What follows belongs to an exercise in optimizing a design on an open flow for small area, a short achievable clock period and few clock cycles; a production flow would make more cautious choices.
Function was checked by simulation only, so behaviour that the tests miss may differ from the original.
Power is estimated from default activity; no workload was simulated.

Design Top, start of the top module:
module Top(CLK, SLOW_CLOCK_STRB, ARST_L, SYS_OUT, OUT_VALID, MEM_ADDR, MEM_WDATA, MEM_WE, MEM_RDATA);
Settings: LEC_CHECK=0, CAP_MARGIN=20, CORE_MARGIN=2, CORE_UTILIZATION=40, CTS_CLUSTER_DIAMETER=100, CTS_CLUSTER_SIZE=40, SETUP_SLACK_MARGIN=5, SLEW_MARGIN=20; clock period 10.0 ns.
run.sh (not shown) runs the stock make flow with config.mk's settings and CLKGATE_MAP_FILE= SYNTH_SCRIPT=/design/flow/synth_recipe.tcl, a recipe that flattens the netlist after the stock synthesis.
Testbench counts at the start, summed over its fixed seeds: cycles 60,994.
Then changed:
CTS_CLUSTER_DIAMETER = not set   (was 100)
CTS_CLUSTER_SIZE = not set   (was 40)
After rerunning: The new run finished with timing, DRC and antenna clean. Area after synthesis stays the same. Wire length stays the same. Register-to-register slack hardly moves. Global-route usage stays the same. Via count does not change.
Then changed:
CTS_BUF_LIST = sky130_fd_sc_hd__clkbuf_8   (was not set)
CTS_CLUSTER_SIZE = 10   (was not set)
The new run produced a clean layout.
Global-route usage barely changes.
Worst setup slack degrades by 0.038 ns.
Final cell count stays flat.
Final area falls by 1.6%.
Non-clock buffer count falls by 3.
Via count falls by 0.79%.
Clock skew rises by 0.0052 ns.
Utilization falls by 0.77 points.

* * *

Another version of the RTL of Top (not shown whole).
Size: roughly 61 I/O pins.
make LEC_CHECK=0 CAP_MARGIN=5 CORE_MARGIN=2 CORE_UTILIZATION=40 CTS_BUF_LIST=sky130_fd_sc_hd__clkbuf_8 SETUP_SLACK_MARGIN=5 SLEW_MARGIN=5 SYNTH_HIERARCHICAL=1 finish   # period 10.0 ns
The first run completed with no timing, DRC or antenna violations.
Testbench counts at the start, summed over its fixed seeds: cycles 60,994.
Next try:
CAP_MARGIN = 20   (was 5)
CTS_BUF_LIST = sky130_fd_sc_hd__clkbuf_8 sky130_fd_sc_hd__clkbuf_16   (was sky130_fd_sc_hd__clkbuf_8)
SLEW_MARGIN = 20   (was 5)
SYNTH_HIERARCHICAL = default   (was 1)
What happened:
- worst setup slack gets better by 0.12 ns
- die area fell by 7.0%
- clock skew fell by 0.016 ns

* * *

## alpha
Top again, from the RTL that the note above started with.
make LEC_CHECK=0 CAP_MARGIN=20 CORE_MARGIN=2 CORE_UTILIZATION=40 SETUP_SLACK_MARGIN=4.6 SLEW_MARGIN=20 finish   # period 10.0 ns
Testbench counts of alpha, summed over its fixed seeds: cycles 60,994.
> inputs changed (alpha -> beta)
- changing CAP_MARGIN from 20 to 5
- changing CORE_UTILIZATION from 40 to 55
- changing SLEW_MARGIN from 20 to 5
- setting CTS_BUF_LIST to sky130_fd_sc_hd__clkbuf_8 for the first time
- changing SETUP_SLACK_MARGIN from 4.6 to 5
When the final numbers for beta and alpha were put side by side, the hold slack turned out to be smaller in alpha. On beta: area overhead of the layout relative to synthesis is 0.82 points lower than what alpha gave. Measured against alpha, the power in the clock group of beta comes out at 0.76 times the reference value. Against alpha, the final cell area of beta is lower. beta ends up with a overall power after layout that is 78 uW lower than in alpha. Re layout cell share with drive strength beyond 1: beta is 1.1 points up on alpha. Final cell count (beta over alpha): decrease, about 5.6%. Via count of the first global-routing pass (higher): beta. beta against alpha: power density over the cells now smaller, number of placed instances with taps included now smaller, tap cell count now smaller.
Edits applied to the flow inputs when going from beta to gamma:
- a change of SLEW_MARGIN from 5 to 20
- a change of CAP_MARGIN from 5 to 20
- a change of CORE_UTILIZATION from 55 to 40
- a deleted CTS_BUF_LIST that had been sky130_fd_sc_hd__clkbuf_8
## What came out
gamma finished end to end and its layout was clean on timing, DRC and antenna. Against beta, gamma comes in 3.3 points higher on clock network fraction of total power. The lower first-iteration DRC count of gamma and beta is in gamma. In the tables for gamma and beta, multi-input logic portion of the cell area reads higher with beta. Higher total power of the final layout was reported by gamma, not beta. Largest clock skew in the final design across gamma and beta: no real change. [gamma vs beta] global routing usage on met2: lower in gamma. On gamma: worst reg-to-reg setup slack is 60 ps higher than what beta gave. Final instance area sits higher in gamma than in beta. gamma ended up with a higher synthesis-to-layout area growth than beta did. The number of placement rows reported for gamma is greater than that of beta by 9. Comparing worst setup slack for gamma and beta, the bigger number came from gamma.
What delta does differently from gamma at the input level:
- setting CTS_BUF_LIST to sky130_fd_sc_hd__clkbuf_8 for the first time
- setting PLACE_DENSITY to 0.75 for the first time
Results
- The post-route met1 wirelength of delta falls short of that of gamma by about 7%.
- Lower non-clock buffer count goes to delta over gamma.
- Compared delta against gamma; total clock sinks within noise.
- Signal arrival time at the worst endpoint of delta is on par with gamma.
- Cmp delta vs gamma: largest net degree at the start of global routing lower in delta
- | power dissipated in the clock network | lower: delta |
- Between delta and gamma, the signed area change from the synthesized netlist to the final layout is higher for gamma.
- | design area | delta vs gamma | better |
- delta ended with more clock skew than gamma.
> inputs changed (delta -> epsilon)
- removing PLACE_DENSITY (formerly 0.75)
[summary]
Row final critical path time including I/O delays and setup: epsilon higher / delta lower. Of epsilon and delta, it is epsilon that has the lower layout buffering overhead excluding clock cells. Between delta and epsilon, the difference in achievable frequency is negligible. For final clock skew, epsilon and delta come out practically identical. In the metrics for delta and epsilon, the one carrying the lower final-layout worst hold slack is delta.

static timing again, ports no longer ideal:
No port has a modelled driver above. Below, the same layouts with a new extraction and two added sets of constraints.
Step 1, drivers: a clkbuf_16 drives CLK and a buf_2 each remaining input, both assumed.
Step 2 also shifts input and output timing later by t, the mid clock arrival at the registers, as if the neighbouring blocks saw the same clock.
Slacks: ideal ports / drivers / drivers and shift; pairs: ideal ports / drivers.
run | t (ns) | setup WS [ns] | slew at the worst register clock pin (ns) | cell pins on the clock port's net
the first run of note 1 | 0.479 | 5.064 / 5.017 / 5.046 | 0.09 / 0.09 | 1
the second run of note 1 | 0.479 | 5.064 / 5.017 / 5.046 | 0.09 / 0.09 | 1
the third run of note 1 | 0.522 | 5.026 / 4.983 / 5.062 | 0.12 / 0.12 | 1
the first run of note 2 | 0.522 | 4.859 / 4.811 / 4.918 | 0.11 / 0.11 | 1
the second run of note 2 | 0.489 | 4.980 / 4.927 / 4.775 | 0.08 / 0.08 | 1
alpha | 0.486 | 4.854 / 4.800 / 4.760 | 0.08 / 0.08 | 1
beta | 0.517 | 4.941 / 4.894 / 4.797 | 0.11 / 0.11 | 1
gamma | 0.489 | 4.980 / 4.927 / 4.775 | 0.08 / 0.08 | 1
delta | 0.520 | 4.969 / 4.926 / 5.122 | 0.12 / 0.12 | 1
epsilon | 0.516 | 4.963 / 4.920 / 4.854 | 0.12 / 0.12 | 1
After both steps every run listed still meets setup and hold.
